Context: an optimization exercise on an open-source flow, tuned for small area. The choices shown serve that exercise and are no tape-out recipe. For this run, only the layout was checked, not whether the RTL still works. Power figures rest on the tool's default switching activity, not on a simulated workload.

### flow/config.mk
export PLATFORM = sky130hd
export DESIGN_NAME = FIR
export DESIGN_NICKNAME = FIR
export VERILOG_FILES = /design/flow/design.v
export SDC_FILE = /design/flow/constraint.sdc
export NUM_CORES = 4
export LEC_CHECK = 0
export CAP_MARGIN = 20
export CORE_MARGIN = 2
export CORE_UTILIZATION = 50
export CTS_BUF_LIST = sky130_fd_sc_hd__clkbuf_4 sky130_fd_sc_hd__clkbuf_8
export CTS_CLUSTER_DIAMETER = 60
export CTS_CLUSTER_SIZE = 20
export HOLD_SLACK_MARGIN = 0
export SLEW_MARGIN = 20
### flow/constraint.sdc
create_clock -name core_clock -period 12.0 [get_ports {clk}]
set_input_delay 2.4000 -clock core_clock [delete_from_list [all_inputs] [get_ports {clk}]]
set_output_delay 2.4000 -clock core_clock [all_outputs]
set_load 0.01 [all_outputs]
### flow/design.v
module FIR(
    input rst,
    input clk,
    input en,
    input signed [15:0] din,
    output reg signed [15:0] dout
    );
    reg        enable_id;
    reg [1:0]  counter_r;    
    reg [4:0]  index;        
    reg [4:0]  ptap;         
    reg [4:0]  live;         
    reg        pend;         
    reg [15:0] buffer;
    reg [15:0] ring [0:27];
    reg [31:0] acc;
    wire shift = (counter_r == 2'd1) || (index == 5'd28);
    wire wr    = (shift && ptap == 5'd27) || (pend && ptap == 5'd0);
    wire [15:0] dp = wr ? buffer : ring[1];
    wire        use_p  = enable_id && index != 5'd28 && ptap < live;
    wire [15:0] x      = dp;
    wire [31:0] acc_in = (enable_id && index != 5'd0) ? acc : 32'd0;
    wire [3:0] cidx = (ptap > 5'd13) ? (5'd27 - ptap) : ptap[3:0];
    reg [24:0] bc;
    always @(*) begin
        case (cidx)
            4'd0: bc = 25'h0004911;
            4'd1: bc = 25'h0000908;
            4'd2: bc = 25'h0009294;
            4'd3: bc = 25'h0015220;
            4'd4: bc = 25'h0000428;
            4'd5: bc = 25'h0091244;
            4'd6: bc = 25'h0088234;
            4'd7: bc = 25'h0014414;
            4'd8: bc = 25'h0024a88;
            4'd9: bc = 25'h008ca82;
            4'd10: bc = 25'h1112024;
            4'd11: bc = 25'h008d031;
            4'd12: bc = 25'h0140851;
            default: bc = 25'h0408080;
        endcase
    end
    wire [24:0] bcu = use_p ? bc : 25'd0;
    wire [17:0] x1 = {{2{x[15]}}, x};
    wire [17:0] x2 = {x[15], x, 1'b0};
    wire [17:0] x3 = x1 + x2;
    wire [17:0] x4 = {x, 2'b0};
    wire [17:0] pp0 = ((bcu[0] ? x1 : 18'd0) | (bcu[1] ? x2 : 18'd0)
                      | (bcu[2] ? x3 : 18'd0) | (bcu[3] ? x4 : 18'd0)) ^ {18{bcu[4]}};
    wire [17:0] pp1 = ((bcu[5] ? x1 : 18'd0) | (bcu[6] ? x2 : 18'd0)
                      | (bcu[7] ? x3 : 18'd0) | (bcu[8] ? x4 : 18'd0)) ^ {18{bcu[9]}};
    wire [17:0] pp2 = ((bcu[10] ? x1 : 18'd0) | (bcu[11] ? x2 : 18'd0)
                      | (bcu[12] ? x3 : 18'd0) | (bcu[13] ? x4 : 18'd0)) ^ {18{bcu[14]}};
    wire [17:0] pp3 = ((bcu[15] ? x1 : 18'd0) | (bcu[16] ? x2 : 18'd0)
                      | (bcu[17] ? x3 : 18'd0) | (bcu[18] ? x4 : 18'd0)) ^ {18{bcu[19]}};
    wire [17:0] pp4 = ((bcu[20] ? x1 : 18'd0) | (bcu[21] ? x2 : 18'd0)
                      | (bcu[22] ? x3 : 18'd0) | (bcu[23] ? x4 : 18'd0)) ^ {18{bcu[24]}};
    wire [31:0] sum;
    wire cs_1, cs_2, cs_3, cs_4, cs_5, cs_6, cs_7, cs_8, cs_9, cs_10, cs_11, cs_12, cs_13, cs_14, cs_15, cs_16, cs_17, cs_18, cs_19, cs_20, cs_21, cs_22, cs_23, cs_24, cs_25, cs_26, cs_27, cs_28, cs_29, cs_30, cs_31, cs_32, cs_33, cs_34, cs_35, cs_36, cs_37, cs_38, cs_39, cs_40, cs_41, cs_42, cs_43, cs_44, cs_45, cs_46, cs_47, cs_48, cs_49, cs_50, cs_51, cs_52, cs_53, cs_54, cs_55, cs_56, cs_57, cs_58, cs_59, cs_60, cs_61, cs_62, cs_63, cs_64, cs_65, cs_66, cs_67, cs_68, cs_69, cs_70, cs_71, cs_72, cs_73, cs_74, cs_75, cs_76, cs_77, cs_78, cs_79, cs_80, cs_81, cs_82, cs_83, cs_84, cs_85, cs_86, cs_87, cs_88, cs_89, cs_90, cs_91, cs_92, cs_93, cs_94, cs_95, cs_96, cs_97, cs_98, cs_99, cs_100, cs_101, cs_102, cs_103, cs_104, cs_105, cs_106, cs_107, cs_108, cs_109, cs_110, cs_111, cs_112, cs_113, cs_114, cs_115, cs_116, cs_117, cs_118, cs_119, cs_120, cs_121, cs_122, cs_123, cs_124, cs_125, cs_126, cs_127, cs_128, cs_129, cs_130, cs_131, cs_132, cs_133, cs_134, cs_135, cs_136, cs_137, cs_138, cs_139, cs_140, cs_141, cs_142, cs_143, cs_144, cs_145, cs_146, cs_147, cs_148, cs_149, cs_150, cs_151, cs_152, cs_153, cs_154, cs_155, cs_156, cs_157, cs_158, cs_159, cs_160, cs_161, cs_162, cs_163, cs_164, cs_165, cs_166, cs_167, cs_168, cs_169, cs_170, cs_171, cs_172, cs_173, cs_174, cs_175, cs_176, cs_177, cs_178, cs_179, cs_180, cs_181, cs_182, cs_183, cs_184, cs_185, cs_186, cs_187, cs_188, cs_189, cs_190, cs_191, cs_192, cs_193, cs_194, cs_195, cs_196, cs_197, cs_198, cs_199, cs_200;
    assign cs_1 = acc_in[0] ^ pp0[0] ^ bcu[4];
    assign cs_2 = (acc_in[0] & pp0[0]) | (acc_in[0] & bcu[4]) | (pp0[0] & bcu[4]);
    assign cs_3 = acc_in[3] ^ pp0[3] ^ pp1[0];
    assign cs_4 = (acc_in[3] & pp0[3]) | (acc_in[3] & pp1[0]) | (pp0[3] & pp1[0]);
    assign cs_5 = acc_in[4] ^ pp0[4] ^ pp1[1];
    assign cs_6 = (acc_in[4] & pp0[4]) | (acc_in[4] & pp1[1]) | (pp0[4] & pp1[1]);
    assign cs_7 = acc_in[5] ^ pp0[5] ^ pp1[2];
    assign cs_8 = (acc_in[5] & pp0[5]) | (acc_in[5] & pp1[2]) | (pp0[5] & pp1[2]);
    assign cs_9 = acc_in[6] ^ pp0[6] ^ pp1[3];
    assign cs_10 = (acc_in[6] & pp0[6]) | (acc_in[6] & pp1[3]) | (pp0[6] & pp1[3]);
    assign cs_11 = acc_in[7] ^ pp0[7] ^ pp1[4];
    assign cs_12 = (acc_in[7] & pp0[7]) | (acc_in[7] & pp1[4]) | (pp0[7] & pp1[4]);
    assign cs_13 = acc_in[8] ^ pp0[8] ^ pp1[5];
    assign cs_14 = (acc_in[8] & pp0[8]) | (acc_in[8] & pp1[5]) | (pp0[8] & pp1[5]);
    assign cs_15 = acc_in[9] ^ pp0[9] ^ pp1[6];
    assign cs_16 = (acc_in[9] & pp0[9]) | (acc_in[9] & pp1[6]) | (pp0[9] & pp1[6]);
    assign cs_17 = pp2[3] ^ pp3[0] ^ bcu[19];
    assign cs_18 = (pp2[3] & pp3[0]) | (pp2[3] & bcu[19]) | (pp3[0] & bcu[19]);
    assign cs_19 = acc_in[10] ^ pp0[10] ^ pp1[7];
    assign cs_20 = (acc_in[10] & pp0[10]) | (acc_in[10] & pp1[7]) | (pp0[10] & pp1[7]);
    assign cs_21 = acc_in[11] ^ pp0[11] ^ pp1[8];
    assign cs_22 = (acc_in[11] & pp0[11]) | (acc_in[11] & pp1[8]) | (pp0[11] & pp1[8]);
    assign cs_23 = acc_in[12] ^ pp0[12] ^ pp1[9];
    assign cs_24 = (acc_in[12] & pp0[12]) | (acc_in[12] & pp1[9]) | (pp0[12] & pp1[9]);
    assign cs_25 = pp2[6] ^ pp3[3] ^ pp4[0];
    assign cs_26 = (pp2[6] & pp3[3]) | (pp2[6] & pp4[0]) | (pp3[3] & pp4[0]);
    assign cs_27 = acc_in[13] ^ pp0[13] ^ pp1[10];
    assign cs_28 = (acc_in[13] & pp0[13]) | (acc_in[13] & pp1[10]) | (pp0[13] & pp1[10]);
    assign cs_29 = pp2[7] ^ pp3[4] ^ pp4[1];
    assign cs_30 = (pp2[7] & pp3[4]) | (pp2[7] & pp4[1]) | (pp3[4] & pp4[1]);
    assign cs_31 = acc_in[14] ^ pp0[14] ^ pp1[11];
    assign cs_32 = (acc_in[14] & pp0[14]) | (acc_in[14] & pp1[11]) | (pp0[14] & pp1[11]);
    assign cs_33 = pp2[8] ^ pp3[5] ^ pp4[2];
    assign cs_34 = (pp2[8] & pp3[5]) | (pp2[8] & pp4[2]) | (pp3[5] & pp4[2]);
    assign cs_35 = acc_in[15] ^ pp0[15] ^ pp1[12];
    assign cs_36 = (acc_in[15] & pp0[15]) | (acc_in[15] & pp1[12]) | (pp0[15] & pp1[12]);
    assign cs_37 = pp2[9] ^ pp3[6] ^ pp4[3];
    assign cs_38 = (pp2[9] & pp3[6]) | (pp2[9] & pp4[3]) | (pp3[6] & pp4[3]);
    assign cs_39 = acc_in[16] ^ pp0[16] ^ pp1[13];
    assign cs_40 = (acc_in[16] & pp0[16]) | (acc_in[16] & pp1[13]) | (pp0[16] & pp1[13]);
    assign cs_41 = pp2[10] ^ pp3[7] ^ pp4[4];
    assign cs_42 = (pp2[10] & pp3[7]) | (pp2[10] & pp4[4]) | (pp3[7] & pp4[4]);
    assign cs_43 = acc_in[17] ^ ~pp0[17] ^ pp1[14];
    assign cs_44 = (acc_in[17] & ~pp0[17]) | (acc_in[17] & pp1[14]) | (~pp0[17] & pp1[14]);
    assign cs_45 = pp2[11] ^ pp3[8] ^ pp4[5];
    assign cs_46 = (pp2[11] & pp3[8]) | (pp2[11] & pp4[5]) | (pp3[8] & pp4[5]);
    assign cs_47 = acc_in[18] ^ pp1[15] ^ pp2[12];
    assign cs_48 = (acc_in[18] & pp1[15]) | (acc_in[18] & pp2[12]) | (pp1[15] & pp2[12]);
    assign cs_49 = pp3[9] ^ pp4[6] ^ 1'b1;
    assign cs_50 = (pp3[9] & pp4[6]) | (pp3[9] & 1'b1) | (pp4[6] & 1'b1);
    assign cs_51 = acc_in[19] ^ pp1[16] ^ pp2[13];
    assign cs_52 = (acc_in[19] & pp1[16]) | (acc_in[19] & pp2[13]) | (pp1[16] & pp2[13]);
    assign cs_53 = pp3[10] ^ pp4[7] ^ 1'b1;
    assign cs_54 = (pp3[10] & pp4[7]) | (pp3[10] & 1'b1) | (pp4[7] & 1'b1);
    assign cs_55 = acc_in[20] ^ ~pp1[17] ^ pp2[14];
    assign cs_56 = (acc_in[20] & ~pp1[17]) | (acc_in[20] & pp2[14]) | (~pp1[17] & pp2[14]);
    assign cs_57 = acc_in[21] ^ pp2[15] ^ pp3[12];
    assign cs_58 = (acc_in[21] & pp2[15]) | (acc_in[21] & pp3[12]) | (pp2[15] & pp3[12]);
    assign cs_59 = acc_in[22] ^ pp2[16] ^ pp3[13];
    assign cs_60 = (acc_in[22] & pp2[16]) | (acc_in[22] & pp3[13]) | (pp2[16] & pp3[13]);
    assign cs_61 = acc_in[23] ^ ~pp2[17] ^ pp3[14];
    assign cs_62 = (acc_in[23] & ~pp2[17]) | (acc_in[23] & pp3[14]) | (~pp2[17] & pp3[14]);
    assign cs_63 = acc_in[24] ^ pp3[15] ^ pp4[12];
    assign cs_64 = (acc_in[24] & pp3[15]) | (acc_in[24] & pp4[12]) | (pp3[15] & pp4[12]);
    assign cs_65 = acc_in[25] ^ pp3[16] ^ pp4[13];
    assign cs_66 = (acc_in[25] & pp3[16]) | (acc_in[25] & pp4[13]) | (pp3[16] & pp4[13]);
    assign cs_67 = acc_in[26] ^ ~pp3[17] ^ pp4[14];
    assign cs_68 = (acc_in[26] & ~pp3[17]) | (acc_in[26] & pp4[14]) | (~pp3[17] & pp4[14]);
    assign cs_69 = acc_in[27] ^ pp4[15] ^ 1'b1;
    assign cs_70 = (acc_in[27] & pp4[15]) | (acc_in[27] & 1'b1) | (pp4[15] & 1'b1);
    assign cs_71 = acc_in[28] ^ pp4[16] ^ 1'b1;
    assign cs_72 = (acc_in[28] & pp4[16]) | (acc_in[28] & 1'b1) | (pp4[16] & 1'b1);
    assign cs_73 = cs_2 ^ acc_in[1] ^ pp0[1];
    assign cs_74 = (cs_2 & acc_in[1]) | (cs_2 & pp0[1]) | (acc_in[1] & pp0[1]);
    assign cs_75 = cs_8 ^ cs_9 ^ pp2[0];
    assign cs_76 = (cs_8 & cs_9) | (cs_8 & pp2[0]) | (cs_9 & pp2[0]);
    assign cs_77 = cs_10 ^ cs_11 ^ pp2[1];
    assign cs_78 = (cs_10 & cs_11) | (cs_10 & pp2[1]) | (cs_11 & pp2[1]);
    assign cs_79 = cs_12 ^ cs_13 ^ pp2[2];
    assign cs_80 = (cs_12 & cs_13) | (cs_12 & pp2[2]) | (cs_13 & pp2[2]);
    assign cs_81 = cs_14 ^ cs_15 ^ cs_17;
    assign cs_82 = (cs_14 & cs_15) | (cs_14 & cs_17) | (cs_15 & cs_17);
    assign cs_83 = cs_16 ^ cs_18 ^ cs_19;
    assign cs_84 = (cs_16 & cs_18) | (cs_16 & cs_19) | (cs_18 & cs_19);
    assign cs_85 = cs_20 ^ cs_21 ^ pp2[5];
    assign cs_86 = (cs_20 & cs_21) | (cs_20 & pp2[5]) | (cs_21 & pp2[5]);
    assign cs_87 = cs_22 ^ cs_23 ^ cs_25;
    assign cs_88 = (cs_22 & cs_23) | (cs_22 & cs_25) | (cs_23 & cs_25);
    assign cs_89 = cs_24 ^ cs_26 ^ cs_27;
    assign cs_90 = (cs_24 & cs_26) | (cs_24 & cs_27) | (cs_26 & cs_27);
    assign cs_91 = cs_28 ^ cs_30 ^ cs_31;
    assign cs_92 = (cs_28 & cs_30) | (cs_28 & cs_31) | (cs_30 & cs_31);
    assign cs_93 = cs_32 ^ cs_34 ^ cs_35;
    assign cs_94 = (cs_32 & cs_34) | (cs_32 & cs_35) | (cs_34 & cs_35);
    assign cs_95 = cs_36 ^ cs_38 ^ cs_39;
    assign cs_96 = (cs_36 & cs_38) | (cs_36 & cs_39) | (cs_38 & cs_39);
    assign cs_97 = cs_40 ^ cs_42 ^ cs_43;
    assign cs_98 = (cs_40 & cs_42) | (cs_40 & cs_43) | (cs_42 & cs_43);
    assign cs_99 = cs_44 ^ cs_46 ^ cs_47;
    assign cs_100 = (cs_44 & cs_46) | (cs_44 & cs_47) | (cs_46 & cs_47);
    assign cs_101 = cs_48 ^ cs_50 ^ cs_51;
    assign cs_102 = (cs_48 & cs_50) | (cs_48 & cs_51) | (cs_50 & cs_51);
    assign cs_103 = cs_52 ^ cs_54 ^ cs_55;
    assign cs_104 = (cs_52 & cs_54) | (cs_52 & cs_55) | (cs_54 & cs_55);
    assign cs_105 = cs_56 ^ cs_57 ^ pp4[9];
    assign cs_106 = (cs_56 & cs_57) | (cs_56 & pp4[9]) | (cs_57 & pp4[9]);
    assign cs_107 = cs_58 ^ cs_59 ^ pp4[10];
    assign cs_108 = (cs_58 & cs_59) | (cs_58 & pp4[10]) | (cs_59 & pp4[10]);
    assign cs_109 = cs_60 ^ cs_61 ^ pp4[11];
    assign cs_110 = (cs_60 & cs_61) | (cs_60 & pp4[11]) | (cs_61 & pp4[11]);
    assign cs_111 = cs_62 ^ cs_63 ^ 1'b1;
    assign cs_112 = (cs_62 & cs_63) | (cs_62 & 1'b1) | (cs_63 & 1'b1);
    assign cs_113 = cs_64 ^ cs_65 ^ 1'b1;
    assign cs_114 = (cs_64 & cs_65) | (cs_64 & 1'b1) | (cs_65 & 1'b1);
    assign cs_115 = cs_72 ^ acc_in[29] ^ ~pp4[17];
    assign cs_116 = (cs_72 & acc_in[29]) | (cs_72 & ~pp4[17]) | (acc_in[29] & ~pp4[17]);
    assign cs_117 = cs_74 ^ acc_in[2] ^ pp0[2];
    assign cs_118 = (cs_74 & acc_in[2]) | (cs_74 & pp0[2]) | (acc_in[2] & pp0[2]);
    assign cs_119 = cs_82 ^ cs_83 ^ pp2[4];
    assign cs_120 = (cs_82 & cs_83) | (cs_82 & pp2[4]) | (cs_83 & pp2[4]);
    assign cs_121 = cs_84 ^ cs_85 ^ pp3[2];
    assign cs_122 = (cs_84 & cs_85) | (cs_84 & pp3[2]) | (cs_85 & pp3[2]);
    assign cs_123 = cs_86 ^ cs_87 ^ bcu[24];
    assign cs_124 = (cs_86 & cs_87) | (cs_86 & bcu[24]) | (cs_87 & bcu[24]);
    assign cs_125 = cs_88 ^ cs_89 ^ cs_29;
    assign cs_126 = (cs_88 & cs_89) | (cs_88 & cs_29) | (cs_89 & cs_29);
    assign cs_127 = cs_90 ^ cs_91 ^ cs_33;
    assign cs_128 = (cs_90 & cs_91) | (cs_90 & cs_33) | (cs_91 & cs_33);
    assign cs_129 = cs_92 ^ cs_93 ^ cs_37;
    assign cs_130 = (cs_92 & cs_93) | (cs_92 & cs_37) | (cs_93 & cs_37);
    assign cs_131 = cs_94 ^ cs_95 ^ cs_41;
    assign cs_132 = (cs_94 & cs_95) | (cs_94 & cs_41) | (cs_95 & cs_41);
    assign cs_133 = cs_96 ^ cs_97 ^ cs_45;
    assign cs_134 = (cs_96 & cs_97) | (cs_96 & cs_45) | (cs_97 & cs_45);
    assign cs_135 = cs_98 ^ cs_99 ^ cs_49;
    assign cs_136 = (cs_98 & cs_99) | (cs_98 & cs_49) | (cs_99 & cs_49);
    assign cs_137 = cs_100 ^ cs_101 ^ cs_53;
    assign cs_138 = (cs_100 & cs_101) | (cs_100 & cs_53) | (cs_101 & cs_53);
    assign cs_139 = cs_102 ^ cs_103 ^ pp3[11];
    assign cs_140 = (cs_102 & cs_103) | (cs_102 & pp3[11]) | (cs_103 & pp3[11]);
    assign cs_141 = cs_104 ^ cs_105 ^ 1'b1;
    assign cs_142 = (cs_104 & cs_105) | (cs_104 & 1'b1) | (cs_105 & 1'b1);
    assign cs_143 = cs_106 ^ cs_107 ^ 1'b1;
    assign cs_144 = (cs_106 & cs_107) | (cs_106 & 1'b1) | (cs_107 & 1'b1);
    assign cs_145 = cs_114 ^ cs_66 ^ cs_67;
    assign cs_146 = (cs_114 & cs_66) | (cs_114 & cs_67) | (cs_66 & cs_67);
    assign cs_147 = cs_116 ^ acc_in[30] ^ 1'b1;
    assign cs_148 = (cs_116 & acc_in[30]) | (cs_116 & 1'b1) | (acc_in[30] & 1'b1);
    assign cs_149 = cs_118 ^ cs_3 ^ bcu[9];
    assign cs_150 = (cs_118 & cs_3) | (cs_118 & bcu[9]) | (cs_3 & bcu[9]);
    assign cs_151 = cs_132 ^ cs_133 ^ 1'b1;
    assign cs_152 = (cs_132 & cs_133) | (cs_132 & 1'b1) | (cs_133 & 1'b1);
    assign cs_153 = cs_138 ^ cs_139 ^ pp4[8];
    assign cs_154 = (cs_138 & cs_139) | (cs_138 & pp4[8]) | (cs_139 & pp4[8]);
    assign cs_155 = cs_144 ^ cs_108 ^ cs_109;
    assign cs_156 = (cs_144 & cs_108) | (cs_144 & cs_109) | (cs_108 & cs_109);
    assign cs_157 = cs_146 ^ cs_68 ^ cs_69;
    assign cs_158 = (cs_146 & cs_68) | (cs_146 & cs_69) | (cs_68 & cs_69);
    assign cs_159 = cs_148 ^ acc_in[31] ^ 1'b1;
    assign cs_160 = (cs_148 & acc_in[31]) | (cs_148 & 1'b1) | (acc_in[31] & 1'b1);
    assign cs_161 = cs_150 ^ cs_4 ^ cs_5;
    assign cs_162 = (cs_150 & cs_4) | (cs_150 & cs_5) | (cs_4 & cs_5);
    assign cs_163 = cs_152 ^ cs_134 ^ cs_135;
    assign cs_164 = (cs_152 & cs_134) | (cs_152 & cs_135) | (cs_134 & cs_135);
    assign cs_165 = cs_154 ^ cs_140 ^ cs_141;
    assign cs_166 = (cs_154 & cs_140) | (cs_154 & cs_141) | (cs_140 & cs_141);
    assign cs_167 = cs_156 ^ cs_110 ^ cs_111;
    assign cs_168 = (cs_156 & cs_110) | (cs_156 & cs_111) | (cs_110 & cs_111);
    assign cs_169 = cs_158 ^ cs_70 ^ cs_71;
    assign cs_170 = (cs_158 & cs_70) | (cs_158 & cs_71) | (cs_70 & cs_71);
    assign cs_171 = cs_162 ^ cs_6 ^ cs_7;
    assign cs_172 = (cs_162 & cs_6) | (cs_162 & cs_7) | (cs_6 & cs_7);
    assign cs_173 = cs_164 ^ cs_136 ^ cs_137;
    assign cs_174 = (cs_164 & cs_136) | (cs_164 & cs_137) | (cs_136 & cs_137);
    assign cs_175 = cs_166 ^ cs_142 ^ cs_143;
    assign cs_176 = (cs_166 & cs_142) | (cs_166 & cs_143) | (cs_142 & cs_143);
    assign cs_177 = cs_168 ^ cs_112 ^ cs_113;
    assign cs_178 = (cs_168 & cs_112) | (cs_168 & cs_113) | (cs_112 & cs_113);
    assign cs_179 = cs_172 ^ cs_75 ^ bcu[14];
    assign cs_180 = (cs_172 & cs_75) | (cs_172 & bcu[14]) | (cs_75 & bcu[14]);
    assign cs_181 = cs_180 ^ cs_76 ^ cs_77;
    assign cs_182 = (cs_180 & cs_76) | (cs_180 & cs_77) | (cs_76 & cs_77);
    assign cs_183 = cs_182 ^ cs_78 ^ cs_79;
    assign cs_184 = (cs_182 & cs_78) | (cs_182 & cs_79) | (cs_78 & cs_79);
    assign cs_185 = cs_184 ^ cs_80 ^ cs_81;
    assign cs_186 = (cs_184 & cs_80) | (cs_184 & cs_81) | (cs_80 & cs_81);
    assign cs_187 = cs_186 ^ cs_119 ^ pp3[1];
    assign cs_188 = (cs_186 & cs_119) | (cs_186 & pp3[1]) | (cs_119 & pp3[1]);
    assign cs_189 = cs_188 ^ cs_120 ^ cs_121;
    assign cs_190 = (cs_188 & cs_120) | (cs_188 & cs_121) | (cs_120 & cs_121);
    assign cs_191 = cs_190 ^ cs_122 ^ cs_123;
    assign cs_192 = (cs_190 & cs_122) | (cs_190 & cs_123) | (cs_122 & cs_123);
    assign cs_193 = cs_192 ^ cs_124 ^ cs_125;
    assign cs_194 = (cs_192 & cs_124) | (cs_192 & cs_125) | (cs_124 & cs_125);
    assign cs_195 = cs_194 ^ cs_126 ^ cs_127;
    assign cs_196 = (cs_194 & cs_126) | (cs_194 & cs_127) | (cs_126 & cs_127);
    assign cs_197 = cs_196 ^ cs_128 ^ cs_129;
    assign cs_198 = (cs_196 & cs_128) | (cs_196 & cs_129) | (cs_128 & cs_129);
    assign cs_199 = cs_198 ^ cs_130 ^ cs_131;
    assign cs_200 = (cs_198 & cs_130) | (cs_198 & cs_131) | (cs_130 & cs_131);
    wire [31:0] csa_a = {cs_159, cs_147, cs_170, cs_169, cs_157, cs_178, cs_177, cs_167, cs_176, cs_175, cs_165, cs_174, cs_173, cs_163, cs_200, cs_199, cs_197, cs_195, cs_193, cs_191, cs_189, cs_187, cs_185, cs_183, cs_181, cs_179, cs_171, cs_161, cs_149, cs_117, cs_73, cs_1};
    wire [31:0] csa_b = {1'b0, 1'b0, cs_115, 1'b0, 1'b0, cs_145, 1'b0, 1'b0, cs_155, 1'b0, 1'b0, cs_153, 1'b0, 1'b0, cs_151, 1'b0, 1'b0, 1'b0, 1'b0, 1'b0, 1'b0, 1'b0, 1'b0, 1'b0, 1'b0, 1'b0, 1'b0, 1'b0, 1'b0, 1'b0, 1'b0, 1'b0};
    assign sum = csa_a + csa_b;
    integer i;
    always @(posedge clk) begin
        ring[0] <= dp;
        for (i = 1; i < 27; i = i + 1)
            ring[i] <= ring[i+1];
        ring[27] <= ring[0];
        if (en && (wr || (!pend && !shift)))
            buffer <= din;
        acc <= sum;
    end
    always @(posedge clk or posedge rst) begin
        if (rst) begin
            enable_id <= 1'b0;
            counter_r <= 2'd0;
            index     <= 5'd0;
            ptap      <= 5'd27;
            live      <= 5'd0;
            pend      <= 1'b0;
        end else begin
            enable_id <= en;
            if (en && counter_r != 2'd2)
                counter_r <= counter_r + 2'd1;
            if (index == 5'd28)
                index <= 5'd0;
            else if (enable_id)
                index <= index + 5'd1;
            else
                index <= 5'd0;
            if (counter_r == 2'd0)
                ptap <= 5'd27;
            else if (!shift)
                ptap <= (ptap == 5'd0) ? 5'd27 : ptap - 5'd1;
            if (shift && live != 5'd28)
                live <= live + 5'd1;
            if (shift)
                pend <= !wr;
            else if (wr)
                pend <= 1'b0;
        end
    end
    always @(posedge clk) begin
        if (!rst && index == 5'd0)
            dout <= {acc[31], acc[29:15]};
    end
endmodule
### flow/flow/run.sh
#!/bin/bash
# Standard ORFS layout with three changes:
#  - after the standard synthesis, flow/polarity.py re-chooses the polarity of
#    the full adders to drop inverters (same function, same registers);
#  - ports are buffered with buf_1 cells;
#  - clock tree synthesis adds no dummy loads (the clock-tree settings are
#    otherwise those of config.mk).
set -euo pipefail
R=orfs/results/$FLOW_PLATFORM/FIR/base
bash standard.sh synth > synth.log 2>&1
python3 flow/polarity.py $R/1_2_yosys.v > polarity.log 2>&1
CTS="-sink_clustering_enable -repair_clock_nets -sink_clustering_size 20 -sink_clustering_max_diameter 60 -buf_list {sky130_fd_sc_hd__clkbuf_4 sky130_fd_sc_hd__clkbuf_8} -dont_use_dummy_load"
bash standard.sh BUFFER_PORTS_ARGS="-buffer_cell sky130_fd_sc_hd__buf_1" CTS_ARGS="$CTS" finish > layout.log 2>&1
### flow/flow/polarity.py
#!/usr/bin/env python3
"""Re-choose the polarity of full adders in a mapped netlist to remove inverters.

A full adder is self-dual: FA(~a, ~b, ~c) = ~FA(a, b, c) on both outputs.  The
synthesised netlist has inverters between full adders; this script removes every
inverter, picks for each sky130 fa cell whether it computes on true or on
complemented values, and adds back one inverter per signal that still has a load
needing the other polarity.  The function of the netlist is unchanged.
usage: polarity.py netlist.v  (rewritten in place)
"""
import re, sys, random

path = sys.argv[1]
text = open(path).read()
OUTS = {'X', 'Y', 'Q', 'Q_N', 'SUM', 'COUT', 'HI', 'LO'}
inst_re = re.compile(r'^(\s*)(sky130_fd_sc_hd__\w+)\s+(\S+)\s*\((.*?)\);\n', re.S | re.M)
pin_re = re.compile(r'\.(\w+)\(([^()]*)\)')

insts = []
for m in inst_re.finditer(text):
    pins = [(p, n.strip()) for p, n in pin_re.findall(m.group(4))]
    insts.append(dict(span=m.span(), indent=m.group(1), type=m.group(2), name=m.group(3), pins=pins))

def fmt(n):
    return n + ' ' if n.startswith('\\') else n

def is_inv(t):
    return re.match(r'sky130_fd_sc_hd__(clk)?inv_\d+$', t) is not None
def is_fa(t):
    return re.match(r'sky130_fd_sc_hd__fa_\d+$', t) is not None
def is_const(n):
    return re.match(r"^\d+'[bh][01]$", n) is not None

driver = {}
for i, c in enumerate(insts):
    for p, n in c['pins']:
        if p in OUTS:
            driver[n] = (i, p)

# nets used outside instances (assigns, ports) keep their inverters
other = text
for c in reversed(insts):
    other = other[:c['span'][0]] + other[c['span'][1]:]
assign_nets = set()
for m in re.finditer(r'assign\s+(.*?);', other, re.S):
    for tok in re.findall(r'\\\S+|[A-Za-z_][\w$]*(?:\[\d+\])?', m.group(1)):
        assign_nets.add(tok)
outports = set()
for m in re.finditer(r'^\s*output\s+(?:\[(\d+):(\d+)\]\s*)?(\S+)\s*;', other, re.M):
    if m.group(1):
        for k in range(int(m.group(2)), int(m.group(1)) + 1):
            outports.add(f'{m.group(3)}[{k}]')
    else:
        outports.add(m.group(3))

# removable inverters: output net not an assign/port net
removable = set()
for i, c in enumerate(insts):
    if is_inv(c['type']):
        y = dict(c['pins'])['Y']
        if y not in assign_nets and y not in outports:
            removable.add(i)

def root(n):
    par = 0
    seen = 0
    while n in driver and driver[n][0] in removable:
        a = dict(insts[driver[n][0]]['pins'])['A']
        n = a; par ^= 1; seen += 1
        if seen > 100: raise SystemExit('inverter loop')
    return n, par

fa_ids = [i for i, c in enumerate(insts) if is_fa(c['type'])]
fa_index = {i: k for k, i in enumerate(fa_ids)}
# loads: (inst, pin, source, parity)
loads = {}
for i, c in enumerate(insts):
    if i in removable:
        continue
    for p, n in c['pins']:
        if p in OUTS or n == '':
            continue
        s, par = root(n)
        loads.setdefault(s, []).append((i, p, par))
src_fa = {}
for s in loads:
    if s in driver and driver[s][0] in fa_index:
        src_fa[s] = driver[s][0]

def need(s, L, pol):
    pd = pol.get(src_fa.get(s), 0)
    return L[2] ^ pol.get(L[0], 0) ^ pd

def cost_of(s, pol):
    if is_const(s):
        return 0
    return 1 if any(need(s, L, pol) for L in loads[s]) else 0

touch = {}
for s, Ls in loads.items():
    ids = set(L[0] for L in Ls if L[0] in fa_index)
    if s in src_fa:
        ids.add(src_fa[s])
    for i in ids:
        touch.setdefault(i, []).append(s)

def total(pol):
    return sum(cost_of(s, pol) for s in loads)

best = None
rng = random.Random(1)
for trial in range(20):
    pol = {i: (rng.random() < 0.5 if trial else 0) for i in fa_ids}
    improved = True
    while improved:
        improved = False
        order = fa_ids[:]
        rng.shuffle(order)
        for i in order:
            before = sum(cost_of(s, pol) for s in touch.get(i, []))
            pol[i] ^= 1
            after = sum(cost_of(s, pol) for s in touch.get(i, []))
            if after < before:
                improved = True
            else:
                pol[i] ^= 1
    t = total(pol)
    if best is None or t < best[0]:
        best = (t, dict(pol))
ninv_before = sum(1 for i in removable)
pol = best[1]

# rewrite
newpins = {}
new_insts = []
new_wires = []
invnet = {}
k = 0
for s, Ls in loads.items():
    for L in Ls:
        i, p, par = L
        if need(s, L, pol):
            if is_const(s):
                net = s[:-1] + ('0' if s[-1] == '1' else '1')
            else:
                if s not in invnet:
                    k += 1
                    invnet[s] = f'polinv_n{k}'
                    new_wires.append(invnet[s])
                    new_insts.append(f'  sky130_fd_sc_hd__inv_1 polinv_{k} (\n    .A({fmt(s)}),\n    .Y({invnet[s]})\n  );\n')
                net = invnet[s]
        else:
            net = s
        newpins[(i, p)] = net

out = []
pos = 0
for i, c in enumerate(insts):
    a, b = c['span']
    out.append(text[pos:a])
    pos = b
    if i in removable:
        continue
    pins = []
    for p, n in c['pins']:
        n2 = newpins.get((i, p), n)
        pins.append(f'    .{p}({fmt(n2)})')
    out.append(f"{c['indent']}{c['type']} {c['name']} (\n" + ',\n'.join(pins) + '\n  );\n')
tail = text[pos:]
m = tail.rfind('endmodule')
out.append(tail[:m] + ''.join(new_insts) + tail[m:])
res = ''.join(out)
decl = ''.join(f'  wire {w};\n' for w in new_wires)
res = re.sub(r'(\n\s*(?:wire|input|output)\b)', '\n' + decl.rstrip('\n') + r'\1', res, count=1) if decl else res
open(path, 'w').write(res)
print(f'polarity: inverters {ninv_before} removed, {k} added; fa flipped {sum(pol.values())} of {len(fa_ids)}')
### flow/standard.sh
#!/bin/bash
# synth_recipe.tcl (not shown) runs the flow's synth.tcl, then flattens the netlist and writes it again
# the make line also repeats each setting of config.mk as NAME=value (left out here)
make -C /OpenROAD-flow-scripts/flow DESIGN_CONFIG=/design/flow/config.mk WORK_HOME=/design/flow/orfs CLKGATE_MAP_FILE= SYNTH_SCRIPT=/design/flow/synth_recipe.tcl "${@:-finish}"
==> qor.yml <==
cells_and_area:
  layout.cells.non_filler: 1978
  fin_nets: 1675
  syn_to_final_growth_pct: 8.330
  register_area_um2: 11050
  multiInputGateArea_um2: 6855
  drive_gt1_frac: 0.1252
  n_fill_cell: 3122
timing:
  finClkSkew_ns: 0.07547
  clock.fmax_mhz: 87.72
  setup_violations: 0
  period_needed_ns: 11.40
  slew_violations: 0
  slew_headroom: 0.2564
  tightestPinTransition_ns: 1.106
  post-route-period-util: 0.9500
  rsz0062_at_grt: "no"
  hold_slack_ns: 0.2710
  hold_viol_final: 0
  setup_slack_ns: 0.6005
critical_path:
  cp_common_cell: "fa_1"
  crit_arrival_ns: 11.86
  cp-start-kind: "register"
  cp_max_fo: 16
  r2r_start: "ptap[0]$_DFFE_PP1P_"
  critPathSlowestCell: "dfstp_2"
  path_class: "reg -> reg"
  r2r-end: "acc[31]$_DFF_P_"
  startpoint: "ptap[0]$_DFFE_PP1P_"
  crit_path_end_kind: "register"
  rr_worst_depth: 40
  r2r_slack_ns: 0.60
  required_ns: 12.46
  crit_path_max_incr_delay_ns: 0.57
clock_tree:
  cts-buffers-inserted: 35
  clock_latency_ns: 0.60
  cts.htree.levels: 2
  clockBufferDepth: 3
  cts_tree: "built"
  cts.sinks: 531
  clkTransAtPathRegs_ns: 0.11
  root_buffer: "clkbuf_8"
synth:
  synth_warnings: 2
  syn-num-nets: 1578
  syn_area_per_cell_um2: 13.07
  syn_area_um2: 18470
  syn_inst: 1414
route:
  drtAntennaViolNets: 0
  vias_per_cell: 5.372
  dr.pass1.iters: 6
  finalWirelength_mm: 37.09
  num_vias: 10630
  post-route-drc-count: 0
  drt_iter0_drc: 857
  wl_per_cell_um: 18.75
floorplan:
  die_w_um: 196.2
  top_level_ports: 35
  row_count: 70
  core_um2: 36520
  die_area_um2: 38500
  die_h_um: 196.2
  start_util: 0.5058
min_path:
  whs_path_depth: 0
  worstHoldPathType: "reg -> reg"
  holdPathEnd: "ring[27][3]$_DFF_P_"
  hp-start: "ring[0][3]$_DFF_P_"
placed_design:
  gp_congestion: 0.9410
  io_buffers: 34
  placed_cells: 1933
  dpl.hpwl_mm: 26.46
  dp_worst_setup_slack_ns: -0.07604
global_route:
  grt_max_degree: 33
  grt_pass1_wl_mm: 59.28
  grt_pass1_vias: 10690
  antenna_found_initial: 1
  grt_usage: 0.2003
  grt_overflow: 0
flow_run:
  cap_violations: 0
pwr:
  vdd_drop_max_mv: 0.3270
  leakagePower_nw: 7.793
  powerDensity_nw_per_um2: 286.6
run_status:
  status: "finished clean"
layer usage:
layer | vias to the layer above | global-route usage | part of all wire
li1 | 4993 | - | -
met1 | 5172 | 0.2702 | 0.44
met2 | 380 | 0.3184 | 0.46
met3 | 80 | 0.04177 | 0.064
met4 | 0 | 0.07744 | 0.035
met5 | - | 0 | 0
worst max-delay path: cells and delay by family, from the launching register on:
kind                       cells  cell delay, ns
AOI/OAI and AO/OA              9            1.53
xor gates and xnor gates       2            0.30
adders and majority gates     19            7.36
buffers and inverters          4            0.55
DFF                            1            0.57
and+or+nand+nor                6            0.94
power breakdown:
part | leakage [nW] | switching [mW] | internal [mW] | total [mW]
registers | 4.43 | 0.143 | 2.32 | 2.47
clock network | 0.252 | 0.475 | 0.264 | 0.739
logic | 3.11 | 1.54 | 0.994 | 2.53
cell type report:
cell class	count	area share
clock buffer	35	0.02407
sequential	531	0.5522
tap	468	0.02926
inverter	102	0.01913
antenna	1	0.0001250
multi-input combinational	738	0.3425
timing repair buffer	103	0.03264
stage by stage:
stage          setup TNS (ns)  power (mW)  area [um2]    util
4_1_cts                     0       5.705       19870  0.5441
3_3_place_gp                0       4.914       19390  0.5308
2_1_floorplan               0       4.264       18490       -
6_report                    0       5.736       20010  0.5480
5_1_grt                     0       6.242       20010  0.5479
3_5_place_dp         -0.07604       4.936       19390  0.5308
how the worst max path moves through the flow:
| stage | to | slack [ns] | depth (start not counted) |
|---|---|---|---|
| after global placement | acc[31]$_DFF_P_ | 0.05 | 41 |
| after floorplan | acc[31]$_DFF_P_ | 0.009 | 40 |
| after CTS | acc[31]$_DFF_P_ | 0.03 | 38 |
| after global routing | acc[31]$_DFF_P_ | 0.03 | 40 |
| final | acc[31]$_DFF_P_ | 0.60 | 40 |
| after detailed placement | acc[31]$_DFF_P_ | -0.08 | 41 |
state kept, by name, indices dropped and copies added, names as in the netlist:
name and cells:
counter_r 2, live 5, index 5, pend 1
ptap 5, dout 16, enable_id 1, acc 32
ring 448, buffer 16
placed cells by master (no fill, tap or decap), types with 5 or more instances in the layout:
| cell | count |
|---|---|
| ha_1 | 57 |
| nor3_1 | 11 |
| fa_1 | 81 |
| xnor2_1 | 59 |
| clkbuf_8 | 35 |
| nor2_2 | 5 |
| a22oi_1 | 19 |
| o221ai_1 | 19 |
| nand3_1 | 17 |
| nor2_1 | 59 |
| a211oi_1 | 9 |
| a222oi_1 | 11 |
| nand2_1 | 55 |
| a21oi_1 | 29 |
| mux2i_2 | 9 |
| edfxtp_1 | 32 |
| o21ai_1 | 17 |
| buf_1 | 34 |
| and2_1 | 18 |
| fa_2 | 7 |
| dfrtp_1 | 14 |
| o211ai_1 | 10 |
| a31oi_1 | 7 |
| inv_1 | 100 |
| o21ai_0 | 26 |
| and3_1 | 5 |
| dfxtp_1 | 480 |
| o22ai_1 | 32 |
| buf_4 | 68 |
| a21o_1 | 6 |
| a221oi_1 | 11 |
| nand4_1 | 6 |
| o221ai_2 | 9 |
| xor2_1 | 46 |
| mux2i_4 | 6 |
repair_timing:
item,CTS,global route
pin swaps,0,3
resized for setup,2,18
endpoints found under the setup margin,2,7
setup buffers,0,8
gates cloned,0,0
hold buffers,0,0

==> separate check: timing with driven ports <==
The flow's constraints put no driver on any port. The routed layout listed below was extracted and timed again, unchanged, in two steps. Step 1, drivers: a clkbuf_16 drives clk and a buf_2 each remaining input, both assumed. Step 2, shift: input delay + t, output delay - t, t = (earliest + latest rising clock arrival at the registers) / 2. This alone moves slack from input paths to output paths. a / b / c = ideal / step 1 / step 2; a / b = the first two.
shift t [ns]: 0.613
setup slack, ns: 0.601 / 0.601 / 0.601
worst setup path after step 2: register to register
worst data-port slew with drivers (ns): 0.04
After both steps setup and hold are still met in this run. The setup slack of this run moves by 0.000 ns with the drivers and by 0.000 ns with both steps.
